Context: an optimization exercise on an open-source flow, tuned for small area and a short achievable clock period. The choices shown serve that exercise and are no tape-out recipe. RTL that was checked went through simulation tests only; none was proved equivalent to the original. No activity file was given, so power comes from the tool's default toggle rates.

==> inputs of job 563 <==
Design cpu_top, start of the top module:
module cpu_top (
    input  logic clk,
    input  logic rst,
    input  logic activate,  
    input  logic isolate,   
    output logic [31:0] imem_addr,
    input  logic [15:0] imem_data,
    output logic [31:0] dmem_addr,
    output logic        dmem_wren,
    output logic        dmem_rden,
    output logic [31:0] dmem_wrdata,
    input  logic [31:0] dmem_rddata
);
Settings: LEC_CHECK=0, CAP_MARGIN=20, CORE_MARGIN=2, CORE_UTILIZATION=50, SLEW_MARGIN=20, TNS_END_PERCENT=5; clock period 14.0 ns.
standard.sh (not shown) runs the stock make flow with config.mk's settings and CLKGATE_MAP_FILE= SYNTH_SCRIPT=/design/flow/synth_recipe.tcl, a recipe that flattens the netlist after the stock synthesis.
==> flow/flow/run.sh <==
#!/bin/bash
# Standard ORFS layout (the standard.sh, unchanged synthesis), with the
# timing repair steps asked to leave setup slack margin so that they
# optimise for a shorter period than the 14 ns constraint.
set -euo pipefail
bash standard.sh SETUP_SLACK_MARGIN=9.7 finish > standard_flow.log 2>&1
==> inputs of job 6079, as changes to job 563 <==
--- a/flow/design.v
+++ b/flow/design.v
@@ -47,14 +47,46 @@
             4'b1011: taken = n != v;
             4'b1100: taken = !z && (n == v);
             4'b1101: taken = z || (n != v);
             default: taken = 1'b0;
         endcase
     end
 endmodule
+module idec (
+    input  logic [15:0] i,
+    output logic [ 3:0] ra1,      
+    output logic [ 2:0] ra2,      
+    output logic [ 3:0] wa,       
+    output logic        rw,       
+    output logic        alusrc,   
+    output logic        bl, bx, b, cb
+);
+    logic addsub_reg, addsub_imm, movimm, dp, sdi, mov, ldr, sp, cmp, dp_rw;
+    assign addsub_reg = i[15:10] == 6'b000110;
+    assign addsub_imm = i[15:10] == 6'b000111;
+    assign movimm     = i[15:11] == 5'b00100;
+    assign dp         = i[15:10] == 6'b010000;
+    assign sdi        = i[15:10] == 6'b010001;
+    assign mov        = sdi && i[9:8] == 2'b10;
+    assign bx         = sdi && i[9:7] == 3'b110;
+    assign bl         = sdi && i[9:6] == 4'b0100;
+    assign ldr        = i[15:11] == 5'b01101;
+    assign sp         = i[15:8] == 8'b10110000;
+    assign cb         = i[15:12] == 4'b1101;
+    assign b          = i[15:11] == 5'b11100;
+    assign cmp        = dp && i[9:6] == 4'b1010;
+    assign dp_rw      = dp && (i[9:6] == 4'b0000 || i[9:6] == 4'b0001 || i[9:6] == 4'b0010
+                            || i[9:6] == 4'b0011 || i[9:6] == 4'b0100 || i[9:6] == 4'b0111
+                            || i[9:6] == 4'b1100 || i[9:6] == 4'b1111);
+    assign ra1    = sp ? 4'd13 : (mov || bx) ? i[6:3] : cmp ? {1'b0, i[2:0]} : {1'b0, i[5:3]};
+    assign ra2    = addsub_reg ? i[8:6] : cmp ? i[5:3] : i[2:0];
+    assign wa     = bl ? 4'd14 : sp ? 4'd13 : {1'b0, movimm ? i[10:8] : i[2:0]};
+    assign rw     = addsub_reg || addsub_imm || movimm || dp_rw || mov || ldr || sp || bl;
+    assign alusrc = addsub_imm || movimm || ldr || sp;
+endmodule
 `timescale 1ns/10ps
 module cpu_top (
     input  logic clk,
     input  logic rst,
     input  logic activate,  
     input  logic isolate,   
     output logic [31:0] imem_addr,
@@ -72,14 +104,15 @@
     logic        n_reg, z_reg, c_reg, v_reg;
     logic        rst_q;      
     logic [31:0] a_ex, b_ex;
     logic [ 4:0] imm_ex;         
     logic        str_ex, add_ex, sub_ex, sh_ex;
     logic [ 3:0] lut_ex;         
     logic [ 1:0] shop_ex;        
+    logic        lsl_ex;
     logic [ 3:0] fm_ex;          
     logic        rw_ex, mw_ex, mr_ex, bl_ex;
     logic [ 3:0] wa_ex;
     logic [31:0] exo_mem, wd_mem;
     logic        rw_mem, mw_mem, mr_mem;
     logic [ 3:0] wa_mem;
     logic [31:0] wb_val;
@@ -106,19 +139,16 @@
     logic dp_and, dp_eor, dp_shift, dp_orr, dp_mvn;
     assign dp_and   = d_dp && dpop == 4'b0000;
     assign dp_eor   = d_dp && dpop == 4'b0001;
     assign dp_shift = d_dp && (dpop == 4'b0010 || dpop == 4'b0011 || dpop == 4'b0100 || dpop == 4'b0111);
     assign dp_orr   = d_dp && dpop == 4'b1100;
     assign dp_mvn   = d_dp && dpop == 4'b1111;
     logic [2:0] rd;
-    logic [3:0] ra1, wa;
-    logic [2:0] ra2;
+    logic [3:0] wa;
     assign rd  = d_movimm ? instr[10:8] : instr[2:0];
-    assign ra1 = d_sp ? 4'd13 : (d_mov || d_bx) ? instr[6:3] : d_cmp ? {1'b0, instr[2:0]} : {1'b0, instr[5:3]};
-    assign ra2 = d_addsub_reg ? instr[8:6] : d_cmp ? instr[5:3] : instr[2:0];
     assign wa  = d_bl ? 4'd14 : d_sp ? 4'd13 : {1'b0, rd};
     logic dec_rw, dec_add, dec_sub, dec_alusrc;
     logic [3:0] dec_lut, dec_fm;
     logic [7:0] dec_imm;
     assign dec_rw = d_addsub_reg || d_addsub_imm || d_movimm || dp_and || dp_eor || dp_shift
                  || dp_orr || dp_mvn || d_mov || d_ldr || d_sp || d_bl;
     assign dec_add = ((d_addsub_reg || d_addsub_imm) && !instr[9]) || d_ldr || d_str || (d_sp && !instr[7]);
@@ -200,15 +230,15 @@
     assign fz_y[0] = fm_ex[2] ? 1'b0 : z_reg;
     assign fz_y[1] = fm_ex[2] ? 1'b1 : z_reg;
     logic [4:0]  k, rot;
     logic        big, lsl, asr, ror, allfill, fill;
     logic [31:0] rv, wrapm, shr;
     assign k    = a_ex[4:0];
     assign big  = |a_ex[31:6];
-    assign lsl  = shop_ex == 2'b00;
+    assign lsl  = lsl_ex;
     assign asr  = shop_ex == 2'b10;
     assign ror  = shop_ex == 2'b11;
     assign rot  = k ^ {5{lsl}};
     assign fill = asr && b_ex[31];
     assign allfill = big || (a_ex[5] && !ror);
     always_comb begin
         rv = lsl ? {b_ex[0], b_ex[31:1]} : b_ex;
@@ -230,71 +260,92 @@
     logic [31:0] mem_out, mem_nold;
     assign mem_nold = exo_mem;
     assign mem_out  = mr_mem ? dmem_rddata : mem_nold;
     assign dmem_addr   = exo_mem;
     assign dmem_wren   = mw_mem;
     assign dmem_rden   = mr_mem;
     assign dmem_wrdata = wd_mem;
+    logic [15:0] iw;
+    logic [ 3:0] if_ra1;
+    logic [ 2:0] if_ra2;
+    logic        if_alusrc, if_bl, if_bx, if_b, if_cb, if_g2;
+    assign iw = imem_data;
+    idec dec_if (.i(iw), .ra1(if_ra1), .ra2(if_ra2), .wa(), .rw(), .alusrc(if_alusrc),
+                 .bl(if_bl), .bx(if_bx), .b(if_b), .cb(if_cb));
+    assign if_g2 = !if_bl && !if_alusrc;
+    logic [3:0] ra1_q;
+    logic [2:0] ra2_q;
+    logic       alusrc_q, bl_q, bx_q, b_q, cb_q;
+    logic       fe1, fm1, fw1, fe2, fm2, fw2;
+    always_ff @(posedge clk) begin
+        ra1_q    <= if_ra1;
+        ra2_q    <= if_ra2;
+        alusrc_q <= if_alusrc;
+        bl_q     <= !rst && if_bl;
+        bx_q     <= !rst && if_bx;
+        b_q      <= !rst && if_b;
+        cb_q     <= !rst && if_cb;
+        fe1 <= dec_rw && wa == if_ra1;
+        fm1 <= rw_ex  && wa_ex  == if_ra1;
+        fw1 <= rw_mem && wa_mem == if_ra1;
+        fe2 <= if_g2 && dec_rw && wa == {1'b0, if_ra2};
+        fm2 <= if_g2 && rw_ex  && wa_ex  == {1'b0, if_ra2};
+        fw2 <= if_g2 && rw_mem && wa_mem == {1'b0, if_ra2};
+    end
     logic [31:0] rf1, rf2;
     always_comb begin
-        case (ra1)
-            4'd0, 4'd1, 4'd2, 4'd3, 4'd4, 4'd5, 4'd6, 4'd7: rf1 = r[ra1[2:0]];
+        case (ra1_q)
+            4'd0, 4'd1, 4'd2, 4'd3, 4'd4, 4'd5, 4'd6, 4'd7: rf1 = r[ra1_q[2:0]];
             4'd13:   rf1 = r13;
             4'd14:   rf1 = r14;
-            4'd15:   rf1 = d_bx ? pc : pc_inc;   
+            4'd15:   rf1 = bx_q ? pc : pc_inc;   
             default: rf1 = 32'b0;
         endcase
     end
     logic [31:0] imm32;
     assign imm32 = {24'b0, dec_imm};
-    assign rf2 = dec_alusrc ? imm32 : d_bl ? pc_inc : r[ra2];
-    logic fe1, fm1, fw1, fe2, fm2, fw2;
-    assign fe1 = rw_ex  && wa_ex  == ra1;
-    assign fm1 = rw_mem && wa_mem == ra1;
-    assign fw1 = rw_wb  && wa_wb  == ra1;
-    assign fe2 = !d_bl && !dec_alusrc && rw_ex  && wa_ex  == {1'b0, ra2};
-    assign fm2 = !d_bl && !dec_alusrc && rw_mem && wa_mem == {1'b0, ra2};
-    assign fw2 = !d_bl && !dec_alusrc && rw_wb  && wa_wb  == {1'b0, ra2};
+    assign rf2 = alusrc_q ? imm32 : bl_q ? pc_inc : r[ra2_q];
     logic [31:0] pc_inc;
     prefix_add #(32) add_inc (.a(pc), .b(32'b0), .cin(1'b1), .sum(pc_inc), .cout());
     logic        ld1, ld2;
     logic [31:0] d1, d2;
     assign ld1   = !fe1 && fm1 && mr_mem;
     assign ld2   = !fe2 && fm2 && mr_mem;
-    assign d1    = ld1 ? dmem_rddata : fe1 ? ex_out : fm1 ? mem_nold : (fw1 && !d_bx) ? wb_val : rf1;
+    assign d1    = ld1 ? dmem_rddata : fe1 ? ex_out : fm1 ? mem_nold : (fw1 && !bx_q) ? wb_val : rf1;
     assign d2    = ld2 ? dmem_rddata : fe2 ? ex_out : fm2 ? mem_nold : fw2 ? wb_val : rf2;
     logic [3:0] cond_xy;
     logic       cond;
     branch_cond bc0 (.cc(instr[11:8]), .n(fn_x[0]), .z(fz_y[0]), .c(fc_x[0]), .v(fv_x[0]), .taken(cond_xy[0]));
     branch_cond bc1 (.cc(instr[11:8]), .n(fn_x[1]), .z(fz_y[0]), .c(fc_x[1]), .v(fv_x[1]), .taken(cond_xy[1]));
     branch_cond bc2 (.cc(instr[11:8]), .n(fn_x[0]), .z(fz_y[1]), .c(fc_x[0]), .v(fv_x[0]), .taken(cond_xy[2]));
     branch_cond bc3 (.cc(instr[11:8]), .n(fn_x[1]), .z(fz_y[1]), .c(fc_x[1]), .v(fv_x[1]), .taken(cond_xy[3]));
     assign cond = cond_xy[{alu_z, c31}];
     logic [31:0] imm_br, br_tgt, pc_next;
     logic        taken;
-    assign imm_br = d_bl ? {{26{instr[5]}}, instr[5:0]}
-                  : d_b  ? {{21{instr[10]}}, instr[10:0]}
+    assign imm_br = bl_q ? {{26{instr[5]}}, instr[5:0]}
+                  : b_q  ? {{21{instr[10]}}, instr[10:0]}
                   :        {{24{instr[7]}}, instr[7:0]};
     prefix_add #(32) add_br (.a(pc_prev), .b(imm_br), .cin(1'b0), .sum(br_tgt), .cout());
-    assign taken  = d_b || d_bl || (d_cb && cond);
-    assign pc_next = taken ? br_tgt : d_bx ? d1 : pc_inc;
+    assign taken  = b_q || bl_q || (cb_q && cond);
+    assign pc_next = taken ? br_tgt : bx_q ? d1 : pc_inc;
     assign imem_addr = pc;
     always_ff @(posedge clk) begin
         pc      <= rst ? 32'b0 : pc_next;
         pc_prev <= pc;
         instr   <= rst ? 16'b0 : imem_data;
         rst_q   <= rst;
         a_ex      <= d1;
         b_ex      <= d2 ^ {32{dec_sub}};
         imm_ex    <= instr[10:6];
         str_ex    <= d_str;
         add_ex    <= dec_add;
         sub_ex    <= dec_sub;
         sh_ex     <= dp_shift;
         shop_ex   <= {dpop[2], dpop[0]};
+        lsl_ex    <= dpop[3:0] == 4'b0010;
         lut_ex    <= dec_lut;
         wa_ex     <= wa;
         fm_ex     <= rst ? 4'b0 : dec_fm;
         rw_ex     <= !rst && dec_rw;
         mw_ex     <= !rst && d_str;
         mr_ex     <= !rst && d_ldr;
         bl_ex     <= d_bl;
==> flow/flow/run.sh (replaced) <==
#!/bin/bash
# Standard ORFS layout (the standard.sh, unchanged synthesis), with the
# timing repair steps asked to leave setup slack margin so that they
# optimise for a shorter period than the 14 ns constraint, and the port
# buffers made as plain buf_2 cells (the resizer still sizes them).
set -euo pipefail
bash standard.sh SETUP_SLACK_MARGIN=10.4 \
  "BUFFER_PORTS_ARGS=-buffer_cell sky130_fd_sc_hd__buf_2" finish > standard_flow.log 2>&1
==> flow/config.mk (replaced) <==
export PLATFORM = sky130hd
export DESIGN_NAME = cpu_top
export DESIGN_NICKNAME = cpu_top
export VERILOG_FILES = /design/flow/design.v
export SDC_FILE = /design/flow/constraint.sdc
export NUM_CORES = 4
export LEC_CHECK = 0
export ABC_AREA = 1
export CAP_MARGIN = 20
export CORE_MARGIN = 2
export CORE_UTILIZATION = 50
export CTS_BUF_LIST = sky130_fd_sc_hd__clkbuf_8
export SLEW_MARGIN = 20
export TNS_END_PERCENT = 5
==> inputs of job 5917, as changes to job 563 <==
--- a/flow/design.v
+++ b/flow/design.v
@@ -1,35 +1,8 @@
 `timescale 1ns/10ps
-module prefix_add #(parameter int W = 32) (
-    input  logic [W-1:0] a, b,
-    input  logic         cin,
-    output logic [W-1:0] sum,
-    output logic         cout
-);
-    logic [W:0] g, p;
-    always_comb begin
-        g[0] = cin;
-        p[0] = 1'b0;
-        for (int k = 1; k <= W; k++) begin
-            g[k] = a[k-1] & b[k-1];
-            p[k] = a[k-1] ^ b[k-1];
-        end
-        for (int l = 0; (1 << l) <= W; l++)
-            for (int k = 0; k <= W; k++)
-                if ((k >> l) & 1) begin
-                    g[k] = g[k] | (p[k] & g[((k >> l) << l) - 1]);
-                    p[k] = p[k] & p[((k >> l) << l) - 1];
-                end
-    end
-    always_comb
-        for (int i = 0; i < W; i++)
-            sum[i] = a[i] ^ b[i] ^ g[i];
-    assign cout = g[W];
-endmodule
-`timescale 1ns/10ps
 module branch_cond (
     input  logic [3:0] cc,
     input  logic       n, z, c, v,
     output logic       taken
 );
     always_comb begin
         case (cc)
@@ -76,15 +49,15 @@
     logic        str_ex, add_ex, sub_ex, sh_ex;
     logic [ 3:0] lut_ex;         
     logic [ 1:0] shop_ex;        
     logic [ 3:0] fm_ex;          
     logic        rw_ex, mw_ex, mr_ex, bl_ex;
     logic [ 3:0] wa_ex;
     logic [31:0] exo_mem, wd_mem;
-    logic        rw_mem, mw_mem, mr_mem;
+    logic        rw_mem, mw_mem, mr_mem, bl_mem;
     logic [ 3:0] wa_mem;
     logic [31:0] wb_val;
     logic        rw_wb;
     logic [ 3:0] wa_wb;
     logic d_addsub_reg, d_addsub_imm, d_movimm, d_dp, d_sdi, d_mov, d_bx, d_bl;
     logic d_ldr, d_str, d_sp, d_cb, d_b, d_cmp;
     logic [3:0] dpop;
@@ -221,66 +194,67 @@
     always_comb
         for (int i = 0; i < 32; i++)
             wrapm[i] = lsl ? (i < k) : ((i + k) >= 32 && !(ror && !a_ex[5]));
     always_comb
         for (int i = 0; i < 32; i++)
             shr[i] = (allfill || wrapm[i]) ? fill : rv[i];
     logic [31:0] ex_out, str_addr;
-    prefix_add #(32) add_str (.a(a_ex), .b({27'b0, imm_ex}), .cin(1'b0), .sum(str_addr), .cout());
+    assign str_addr = a_ex + {27'b0, imm_ex};
     assign ex_out = addsub_ex ? sum[31:0] : sh_ex ? shr : lg;
     logic [31:0] mem_out, mem_nold;
-    assign mem_nold = exo_mem;
+    assign mem_nold = bl_mem ? wd_mem : exo_mem;
     assign mem_out  = mr_mem ? dmem_rddata : mem_nold;
     assign dmem_addr   = exo_mem;
     assign dmem_wren   = mw_mem;
     assign dmem_rden   = mr_mem;
     assign dmem_wrdata = wd_mem;
     logic [31:0] rf1, rf2;
     always_comb begin
         case (ra1)
             4'd0, 4'd1, 4'd2, 4'd3, 4'd4, 4'd5, 4'd6, 4'd7: rf1 = r[ra1[2:0]];
             4'd13:   rf1 = r13;
             4'd14:   rf1 = r14;
-            4'd15:   rf1 = d_bx ? pc : pc_inc;   
+            4'd15:   rf1 = pc;
             default: rf1 = 32'b0;
         endcase
     end
     logic [31:0] imm32;
     assign imm32 = {24'b0, dec_imm};
     assign rf2 = dec_alusrc ? imm32 : d_bl ? pc_inc : r[ra2];
     logic fe1, fm1, fw1, fe2, fm2, fw2;
     assign fe1 = rw_ex  && wa_ex  == ra1;
     assign fm1 = rw_mem && wa_mem == ra1;
     assign fw1 = rw_wb  && wa_wb  == ra1;
     assign fe2 = !d_bl && !dec_alusrc && rw_ex  && wa_ex  == {1'b0, ra2};
     assign fm2 = !d_bl && !dec_alusrc && rw_mem && wa_mem == {1'b0, ra2};
     assign fw2 = !d_bl && !dec_alusrc && rw_wb  && wa_wb  == {1'b0, ra2};
     logic [31:0] pc_inc;
-    prefix_add #(32) add_inc (.a(pc), .b(32'b0), .cin(1'b1), .sum(pc_inc), .cout());
+    assign pc_inc = pc + 32'd1;
     logic        ld1, ld2;
-    logic [31:0] d1, d2;
+    logic [31:0] d1_bx, d1, d2;
     assign ld1   = !fe1 && fm1 && mr_mem;
     assign ld2   = !fe2 && fm2 && mr_mem;
-    assign d1    = ld1 ? dmem_rddata : fe1 ? ex_out : fm1 ? mem_nold : (fw1 && !d_bx) ? wb_val : rf1;
+    assign d1_bx = fe1 ? ex_out : fm1 ? mem_nold : rf1;
+    assign d1    = ld1 ? dmem_rddata : fe1 ? ex_out : fm1 ? mem_nold : fw1 ? wb_val : (ra1 == 4'd15) ? pc_inc : rf1;
     assign d2    = ld2 ? dmem_rddata : fe2 ? ex_out : fm2 ? mem_nold : fw2 ? wb_val : rf2;
     logic [3:0] cond_xy;
     logic       cond;
     branch_cond bc0 (.cc(instr[11:8]), .n(fn_x[0]), .z(fz_y[0]), .c(fc_x[0]), .v(fv_x[0]), .taken(cond_xy[0]));
     branch_cond bc1 (.cc(instr[11:8]), .n(fn_x[1]), .z(fz_y[0]), .c(fc_x[1]), .v(fv_x[1]), .taken(cond_xy[1]));
     branch_cond bc2 (.cc(instr[11:8]), .n(fn_x[0]), .z(fz_y[1]), .c(fc_x[0]), .v(fv_x[0]), .taken(cond_xy[2]));
     branch_cond bc3 (.cc(instr[11:8]), .n(fn_x[1]), .z(fz_y[1]), .c(fc_x[1]), .v(fv_x[1]), .taken(cond_xy[3]));
     assign cond = cond_xy[{alu_z, c31}];
     logic [31:0] imm_br, br_tgt, pc_next;
     logic        taken;
     assign imm_br = d_bl ? {{26{instr[5]}}, instr[5:0]}
                   : d_b  ? {{21{instr[10]}}, instr[10:0]}
                   :        {{24{instr[7]}}, instr[7:0]};
-    prefix_add #(32) add_br (.a(pc_prev), .b(imm_br), .cin(1'b0), .sum(br_tgt), .cout());
+    assign br_tgt = pc_prev + imm_br;
     assign taken  = d_b || d_bl || (d_cb && cond);
-    assign pc_next = taken ? br_tgt : d_bx ? d1 : pc_inc;
+    assign pc_next = (d_bx && ld1) ? dmem_rddata : taken ? br_tgt : d_bx ? d1_bx : pc_inc;
     assign imem_addr = pc;
     always_ff @(posedge clk) begin
         pc      <= rst ? 32'b0 : pc_next;
         pc_prev <= pc;
         instr   <= rst ? 16'b0 : imem_data;
         rst_q   <= rst;
         a_ex      <= d1;
@@ -294,41 +268,36 @@
         lut_ex    <= dec_lut;
         wa_ex     <= wa;
         fm_ex     <= rst ? 4'b0 : dec_fm;
         rw_ex     <= !rst && dec_rw;
         mw_ex     <= !rst && d_str;
         mr_ex     <= !rst && d_ldr;
         bl_ex     <= d_bl;
-        exo_mem <= bl_ex ? b_ex : str_ex ? str_addr : ex_out;
-        wd_mem  <= (rw_mem && wa_mem == wa_ex) ? mem_out : b_ex;
+        exo_mem <= str_ex ? str_addr : ex_out;
+        wd_mem  <= (!bl_ex && rw_mem && wa_mem == wa_ex) ? mem_out : b_ex;
         rw_mem  <= rw_ex;
         mw_mem  <= mw_ex;
         mr_mem  <= mr_ex;
+        bl_mem  <= bl_ex;
         wa_mem  <= wa_ex;
         wb_val <= mem_out;
         rw_wb  <= rw_mem;
         wa_wb  <= wa_mem;
         if (rst_q) begin
             n_reg <= 1'b0; z_reg <= 1'b0; c_reg <= 1'b0; v_reg <= 1'b0;
         end else begin
             if (fm_ex[3]) n_reg <= alu_n;
             if (fm_ex[2]) z_reg <= alu_z;
             if (fm_ex[1]) c_reg <= alu_c;
             if (fm_ex[0]) v_reg <= alu_v;
         end
-    end
-    logic [31:0] rf_wd;
-    logic [ 9:0] rf_we;      
-    assign rf_wd = rst_q ? 32'b0 : wb_val;
-    always_comb begin
-        for (int i = 0; i < 8; i++)
-            rf_we[i] = rst_q || (rw_wb && wa_wb == i);
-        rf_we[8] = rst_q || (rw_wb && wa_wb == 4'd13);
-        rf_we[9] = rst_q || (rw_wb && wa_wb == 4'd14);
-    end
-    always_ff @(posedge clk) begin
-        for (int i = 0; i < 8; i++)
-            if (rf_we[i]) r[i] <= rf_wd;
-        if (rf_we[8]) r13 <= rf_wd;
-        if (rf_we[9]) r14 <= rf_wd;
+        if (rst_q) begin
+            for (int i = 0; i < 8; i++) r[i] <= 32'b0;
+            r13 <= 32'b0;
+            r14 <= 32'b0;
+        end else if (rw_wb) begin
+            if (wa_wb == 4'd13)     r13 <= wb_val;
+            else if (wa_wb[3]) r14 <= wb_val;
+            else          r[wa_wb[2:0]] <= wb_val;
+        end
     end
 endmodule
==> flow/flow/run.sh (replaced) <==
#!/bin/bash
# Standard ORFS layout (the standard.sh, unchanged synthesis), with the
# timing repair steps asked to leave setup slack margin so that they
# optimise for a shorter period than the 14 ns constraint.
set -euo pipefail
bash standard.sh SETUP_SLACK_MARGIN=10.4 finish > standard_flow.log 2>&1
==> summary of the runs <==
Global-route usage: job 5917 > job 563 > job 6079. Against job 563, the non-clock buffer count of job 6079 is lower by 17. In job 563 the utilization is higher than in job 6079, by 1.0 points. Of job 5917 and job 563, job 5917 has the higher hold slack (gap 0.75 ps). Register-to-register slack, highest first: job 6079, job 5917, job 563. Of job 5917 and job 6079, job 5917 has the higher first-iteration DRC count (gap about 34%, measured against job 6079). The highest sequential power belongs to job 563, the lowest to job 5917. Of job 563 and job 5917, job 5917 has the higher flip-flop and latch count (gap 1). In job 5917 the clock-buffer cell count is lower than in job 6079, by 25. Job 563 went through all stages and came out clean. Job 6079 ran to the end with no violations. Job 5917 finished clean. Between job 6079 and job 5917, the lower via count is in job 6079 (gap 8.3%, measured against job 5917). Against job 6079, the sequential share of layout area of job 5917 is lower by 7.8 points.
For job 5917, only the layout was checked, not whether the RTL still works.

==> re-timing with driven ports <==
The flow's constraints put no driver on any port. The routed layouts listed below were extracted and timed again, unchanged, in two steps. Step 1 assumes that a clkbuf_16 drives the clock port and a buf_2 every other input. Step 2 adds t to the input delays and takes it off the output delays; t is the mean of the earliest and latest rising clock arrival at the registers after step 1. Input paths then give back, and output paths get back, about the clock's delay inside the block. a / b / c = ideal / step 1 / step 2; a / b = the first two.
| run | t (ns) | setup WS [ns] | worst setup path after step 2 |
|---|---|---|---|
| job 563 | 0.688 | 9.393 / 9.349 / 8.984 | input to register |
| job 6079 | 0.821 | 9.937 / 9.872 / 9.426 | input to register |
| job 5917 | 0.716 | 9.916 / 9.890 / 9.334 | input to register |
After both steps setup and hold are still met in every run listed. The setup slack of job 5917, which loses most, moves by -0.026 ns with the drivers and by -0.582 ns with both steps.
